What follows belongs to an exercise in optimizing a design on an open flow for small area and a short achievable clock period; a production flow would make more cautious choices.
At most, simulation tests tie the RTL to the original design; equivalence was not proved.
No activity file was given, so power comes from the tool's default toggle rates.

## fjord
## radix3_fft
module radix3_fft(
    input clk,
    input rst,
    input in_valid,
    input [31:0] a_re,
    input [31:0] a_img,
    input [31:0] b_re,
    input [31:0] b_img,
    input [31:0] c_re,
    input [31:0] c_img,
    output out_valid,
    output [31:0] ao_re,
    output [31:0] ao_img,
    output [31:0] bo_re,
    output [31:0] bo_img,
    output [31:0] co_re,
    output [31:0] co_img
    );
Size in the first run: ~390 I/O pins.
clock: 5.0 ns
lec_check: 0
cap_margin: 20
core_margin: 2
core_utilization: 48
cts_buf_list: sky130_fd_sc_hd__clkbuf_8
cts_cluster_diameter: 60
cts_cluster_size: 16
place_density: 0.7
setup_slack_margin: 2.5
slew_margin: 20
synth_hierarchical: 1
run.sh (not shown) runs the stock make flow with config.mk's settings and CLKGATE_MAP_FILE= SYNTH_SCRIPT=/design/flow/synth_recipe.tcl, a recipe that flattens the netlist after the stock synthesis.
## Diff of input files: amber against fjord
- a change of CORE_UTILIZATION from 48 to 55
- a change of CTS_BUF_LIST from sky130_fd_sc_hd__clkbuf_8 to sky130_fd_sc_hd__clkbuf_8 sky130_fd_sc_hd__clkbuf_16
Notes after the runs:
Sort amber and fjord by die footprint asc -> top: amber. Diff fjord -> amber: number of tap instances saw a decrease, hold slack saw an increase, post-route minimum period saw a decrease. Worst setup slack is lower on fjord. amber vs fjord — initial antenna violation count dropped by more than 10%. amber vs fjord, count of non-CTS buffers in the layout went up by 4. amber vs. fjord: tightest slew margin relative to the limit went up by 0.54 points.
### amber -> raven
- CTS_BUF_LIST changed from sky130_fd_sc_hd__clkbuf_8 sky130_fd_sc_hd__clkbuf_16 to sky130_fd_sc_hd__clkbuf_8
- SETUP_SLACK_MARGIN changed from 2.5 to 2.45
- CORE_UTILIZATION changed from 55 to 40
[summary]
- The lower fraction of standard cell area that is sequential of amber and raven is in amber.
- Relative to amber, post-route minimum period has increased by 0.067 ns in raven.
- Higher die span in x goes to raven over amber.
- amber has higher total track usage than raven.
- Total sequential power of amber is on par with raven.
- Share of the clock period used by the worst path after layout was lower in amber than in raven.
- In the reports for amber and raven, the larger cell area belongs to amber.
- Taking amber as the reference point, the worst-margin pin slew of raven falls by 0.0065 ns.
- Power (lower): raven
- Compared with amber, raven shows a higher count of clock-net buffers in the final layout.
- raven vs amber on wire length of the first global-routing pass: raven is the lower one.
## Diff of input files: garnet against raven
- CTS_CLUSTER_DIAMETER changed from 60 to 70
- CORE_UTILIZATION changed from 40 to 55
- CTS_CLUSTER_SIZE changed from 16 to 20
- SETUP_SLACK_MARGIN changed from 2.45 to 2.5
[summary]
Delta (garnet minus raven): met2 track demand over resource went up, part of the total power dissipated in combinational logic went up, instance area at placement went down, area overhead of the layout relative to synthesis went down, non-filler instance count after layout went down.
Share of cell area taken by multi-input logic gates, raven and garnet, lower one = raven.
Share of total power in the clock network for garnet: 2.7 points down relative to raven
Via count: raven and garnet compared, lower one is raven
Run comparison: garnet classification of the worst setup path flip-flop to flip-flop; raven classification of the worst setup path flip-flop to output pin
#### Input delta (quartz over garnet)
- CTS_CLUSTER_SIZE changed from 20 to 24
- CORE_UTILIZATION changed from 55 to 40
- CTS_CLUSTER_DIAMETER changed from 70 to 80
- CTS_BUF_LIST removed (was sky130_fd_sc_hd__clkbuf_8)
Results
- From garnet to quartz the numbers moved as follows: sequential share of layout area moved down; core region area increased by 38% relative to the old numbers.
- quartz ended up with P3R.g_heavy.gC0.C0.g_reg.r[2] as its critical path capture point; garnet ended up with P3R.F.gC0.C0.g_reg.r[36].
- The via count reported for quartz is lower than the one for garnet.
- Register-to-register setup slack delta (quartz − garnet): unfavourable
- In quartz the layout clock buffer count turned out 8.1% lower than in garnet.
The inputs of indigo differ from those of quartz as listed below.
- setting CTS_BUF_LIST to sky130_fd_sc_hd__clkbuf_8 for the first time
- changing CTS_CLUSTER_DIAMETER from 80 to 60
- changing CORE_UTILIZATION from 40 to 55
- changing CTS_CLUSTER_SIZE from 24 to 16
--- outcome ---
Where power is concerned, quartz is outperformed by indigo. Compared indigo against quartz; clock-pin transition on the worst setup and hold timing paths within noise. Comparing proportion of power drawn by the clock network for quartz and indigo, the bigger number came from quartz.

* * *

== wip/xenon ==
Another version of the RTL of radix3_fft (not shown whole).
Size in the first run: roughly 3200 flip-flops, roughly 390 I/O pins, about 120000 sq um of cells after synthesis.
clock: 5.0 ns
lec_check: 0
cap_margin: 20
core_margin: 2
core_utilization: 40
cts_cluster_diameter: 80
cts_cluster_size: 24
setup_slack_margin: 2.4
slew_margin: 20
The inputs of wip/cedar differ from those of wip/xenon as listed below.
diff --git a/flow/config.mk b/flow/config.mk
--- a/flow/config.mk
+++ b/flow/config.mk
@@ -13 +13 @@
-export SETUP_SLACK_MARGIN = 2.4
+export SETUP_SLACK_MARGIN = 2.3
Notes after the runs:
Diff wip/xenon -> wip/cedar | combinational fraction of design power | decrease of 0.9 points. On final worst hold slack, wip/cedar does worse than wip/xenon. Going from wip/xenon to wip/cedar, cell area after synthesis flat, wire length -5.0 mm. Worst setup slack: wip/cedar > wip/xenon. On routed metal-1 wirelength, wip/cedar tracks wip/xenon almost exactly. Looking only at overall via count from detail_route, and setting everything else aside, the higher value of wip/xenon and wip/cedar goes to wip/xenon.
#### Input delta (wip/zinc over wip/cedar)
diff --git a/flow/config.mk b/flow/config.mk
--- a/flow/config.mk
+++ b/flow/config.mk
@@ -11,2 +10,0 @@
-export CTS_CLUSTER_DIAMETER = 80
-export CTS_CLUSTER_SIZE = 24
--- outcome ---
wip/zinc closes out successfully: all stages finished, all timing, DRC and antenna checks passed.
Top-level port count: wip/cedar vs wip/zinc identical
Transition time at the pin with the least slew margin across wip/cedar and wip/zinc: no real change.
The area overhead of the layout relative to synthesis of wip/zinc exceeds that of wip/cedar by 4.6 points.
The routed wire length of wip/zinc is higher than that of wip/cedar.
### wip/zinc -> wip/pepper
diff --git a/flow/config.mk b/flow/config.mk
--- a/flow/config.mk
+++ b/flow/config.mk
@@ -11 +11 @@
-export SETUP_SLACK_MARGIN = 2.3
+export SETUP_SLACK_MARGIN = 2.1
Findings:
wip/pepper finished end to end and its layout was clean on timing, DRC and antenna. Compared with wip/zinc, in wip/pepper routed wire length fell about 0.64%, worst ir drop on vdd +22 uV, core utilization fell by 0.48 points. On total power, wip/zinc loses to wip/pepper. Changes observed in wip/pepper relative to wip/zinc: tap cell count ~0 delta; highest attainable clock frequency now smaller; wire length of the first global-routing pass has remained practically unchanged. Compared with wip/zinc, wip/pepper shows a higher fraction of met1 tracks used by global routing. Max total buffers and inverters traversed by the critical path across wip/zinc and wip/pepper: wip/pepper.

* * *

Another version of the RTL of radix3_fft (not shown whole).
Size: about 12,000 cells after synthesis, about 3,200 flip-flops, roughly 390 I/O pins, about 130,000 um2 of cells after synthesis.
==> flow/design.v (excerpt) <==
module radix3_fft(
    input clk,
    input rst,
    input in_valid,
    input [31:0] a_re,
    input [31:0] a_img,
    input [31:0] b_re,
    input [31:0] b_img,
    input [31:0] c_re,
    input [31:0] c_img,
    output out_valid,
    output [31:0] ao_re,
    output [31:0] ao_img,
    output [31:0] bo_re,
    output [31:0] bo_img,
    output [31:0] co_re,
    output [31:0] co_img
    );
clock: 5.0 ns
lec_check: 0
cap_margin: 20
core_margin: 2
core_utilization: 60
setup_slack_margin: 1.5
slew_margin: 20
The first run completed with no timing, DRC or antenna violations.
Rerun with:
- PLACE_DENSITY: unset -> 0.75
- SETUP_SLACK_MARGIN: 1.5 -> 1.7
The changed run completed with no timing, DRC or antenna violations.
Setup slack improves by 0.012 ns.
Wire length came out higher by 1.4%.
Final area came out higher by about 0.35%.
Total power stays flat.
Fmax came out higher by 0.34%.
Via count came out higher by about 0.6%.
Global-route usage came out higher by 0.18 points.
Register-to-register slack hardly moves.
Non-clock buffer count came out higher by 41.
Area after synthesis does not change.
Clock skew came out lower by 0.0096 ns.
No functional check of the RTL was part of any run of this note.

* * *

## build 75
radix3_fft with an RTL version that a note above also has.
Size: about 390 I/O pins, roughly 130000 µm² of cells after synthesis.
make LEC_CHECK=0 CAP_MARGIN=20 CORE_MARGIN=2 CORE_UTILIZATION=65 CTS_BUF_LIST=sky130_fd_sc_hd__clkbuf_8 CTS_CLUSTER_DIAMETER=60 CTS_CLUSTER_SIZE=16 PLACE_DENSITY=0.75 SETUP_SLACK_MARGIN=2.5 SLEW_MARGIN=20 SYNTH_HIERARCHICAL=1 finish   # period 5.0 ns
The flow did not stop early for build 75: all stages ran, and the layout cleared the timing, DRC and antenna checks.
> inputs changed (build 75 -> build 6)
Settings: CORE_UTILIZATION now 40, was 65; PLACE_DENSITY now 0.7, was 0.75.
==> run summary <==
- Build 6: flow completed, timing, DRC and antenna clean
- Per the comparison of build 6 with build 75, worst hold slack neither gained nor lost much, area of the die picked up an extra about 60%, final non-filler cell total picked up an extra 1754.
- Fill cell total of the finished layout sits higher in build 6 than in build 75.
Inputs modified between build 6 and build 77:
Settings: SETUP_SLACK_MARGIN: 2.5 -> 2.55; CORE_UTILIZATION: 40 -> 55.
--- outcome ---
Share of cell area taken by flip-flops and latches: build 77 vs build 6 up 0.34 points. Higher minimum setup slack in the final design among build 6 and build 77: build 6. Relative to build 6, the first-iteration DRC count of build 77 is lower by 298.
diff inputs: build 77 => build 7
Settings: removing CTS_BUF_LIST (formerly sky130_fd_sc_hd__clkbuf_8).
Findings:
- Lower proportion of total power due to net switching was reported by build 7, not build 77.
- register to output pin as the critical path start-end classification was reported by build 77, and register to register by build 7.
- Diff build 77 -> build 7: share of the clock period used by the worst path has decreased; routed wire length has increased.

* * *

radix3_fft with an RTL version that a note above also has.
Size: roughly 12000 cells after synthesis, about 3200 flip-flops, about 390 I/O pins.
clock: 5.0 ns
lec_check: 0
cap_margin: 20
core_margin: 2
core_utilization: 40
cts_cluster_diameter: 100
cts_cluster_size: 30
setup_slack_margin: 2.3
slew_margin: 20
Change:
CTS_CLUSTER_DIAMETER = 80   (was 100)
CTS_CLUSTER_SIZE = 24   (was 30)
SETUP_SLACK_MARGIN = 2.2   (was 2.3)
After rerunning: Clock power came out higher by about 10%; sequential share of layout area came out higher by 0.14 points; clock-buffer cell count came out higher by 39; final area came out lower by 0.38%; critical path depth came out lower by 1; register-to-register slack is better by 0.07 ns; hold slack is worse by 0.0053 ns; combinational power came out lower by about 3%; utilization came out lower by 0.17 points.

separate check: timing with driven ports:
Ports are ideal in the flow. The routed layouts listed here were re-timed in OpenROAD.
Step 1: set_driving_cell puts a clkbuf_16 on clk and a buf_2 on each other input, an assumption about the parent block.
Step 2 also shifts input and output timing later by t, the mid clock arrival at the registers, as if the neighbouring blocks saw the same clock.
a / b / c = no drivers / after step 1 / after step 2; a / b = the first two.
| run | t, ns | slack for setup (ns) | hold WS [ns] | worst register clock-pin slew, ns | pins driven straight from the clock port |
|---|---|---|---|---|---|
| fjord | 1.103 | 2.494 / 2.402 / 1.694 | 0.287 / 0.287 / 0.287 | 0.10 / 0.10 | 1 |
| amber | 0.986 | 2.522 / 2.488 / 1.731 | 0.311 / 0.311 / 0.311 | 0.07 / 0.07 | 1 |
| raven | 1.150 | 2.455 / 2.359 / 1.731 | 0.283 / 0.282 / 0.283 | 0.11 / 0.11 | 1 |
| garnet | 1.111 | 2.491 / 2.405 / 1.702 | 0.316 / 0.316 / 0.316 | 0.12 / 0.12 | 1 |
| quartz | 0.978 | 2.448 / 2.448 / 1.735 | 0.304 / 0.304 / 0.304 | 0.10 / 0.10 | 1 |
| indigo | 1.139 | 2.473 / 2.378 / 1.674 | 0.309 / 0.291 / 0.309 | 0.11 / 0.11 | 1 |
| wip/xenon | 0.978 | 2.140 / 2.140 / 1.575 | 0.306 / 0.272 / 0.306 | 0.10 / 0.10 | 1 |
| wip/cedar | 0.981 | 2.183 / 2.183 / 1.472 | 0.295 / 0.280 / 0.295 | 0.10 / 0.10 | 1 |
| wip/zinc | 1.005 | 2.210 / 2.210 / 1.437 | 0.286 / 0.264 / 0.286 | 0.07 / 0.07 | 1 |
| wip/pepper | 1.004 | 2.061 / 2.061 / 1.281 | 0.290 / 0.264 / 0.290 | 0.07 / 0.07 | 1 |
| the first run of note 3 | 1.026 | 1.606 / 1.606 / 0.698 | 0.299 / 0.299 / 0.299 | 0.07 / 0.07 | 1 |
| the second run of note 3 | 1.020 | 1.618 / 1.618 / 0.843 | 0.291 / 0.291 / 0.291 | 0.07 / 0.07 | 1 |
| build 75 | 1.124 | 2.470 / 2.380 / 1.703 | 0.309 / 0.309 / 0.309 | 0.11 / 0.11 | 1 |
| build 6 | 1.142 | 2.469 / 2.372 / 1.733 | 0.311 / 0.290 / 0.311 | 0.11 / 0.11 | 1 |
| build 77 | 1.149 | 2.453 / 2.361 / 1.662 | 0.300 / 0.279 / 0.300 | 0.11 / 0.11 | 1 |
| build 7 | 1.008 | 2.548 / 2.518 / 1.704 | 0.307 / 0.307 / 0.307 | 0.07 / 0.07 | 1 |
| the first run of note 5 | 0.949 | 2.086 / 2.086 / 1.471 | 0.307 / 0.301 / 0.307 | 0.12 / 0.12 | 1 |
| the second run of note 5 | 0.960 | 2.160 / 2.160 / 1.348 | 0.302 / 0.302 / 0.302 | 0.10 / 0.10 | 1 |
After both steps setup and hold are still met in every run listed. The setup slack of the first run of note 3, which loses most, moves by 0.000 ns with the drivers and by -0.908 ns with both steps.
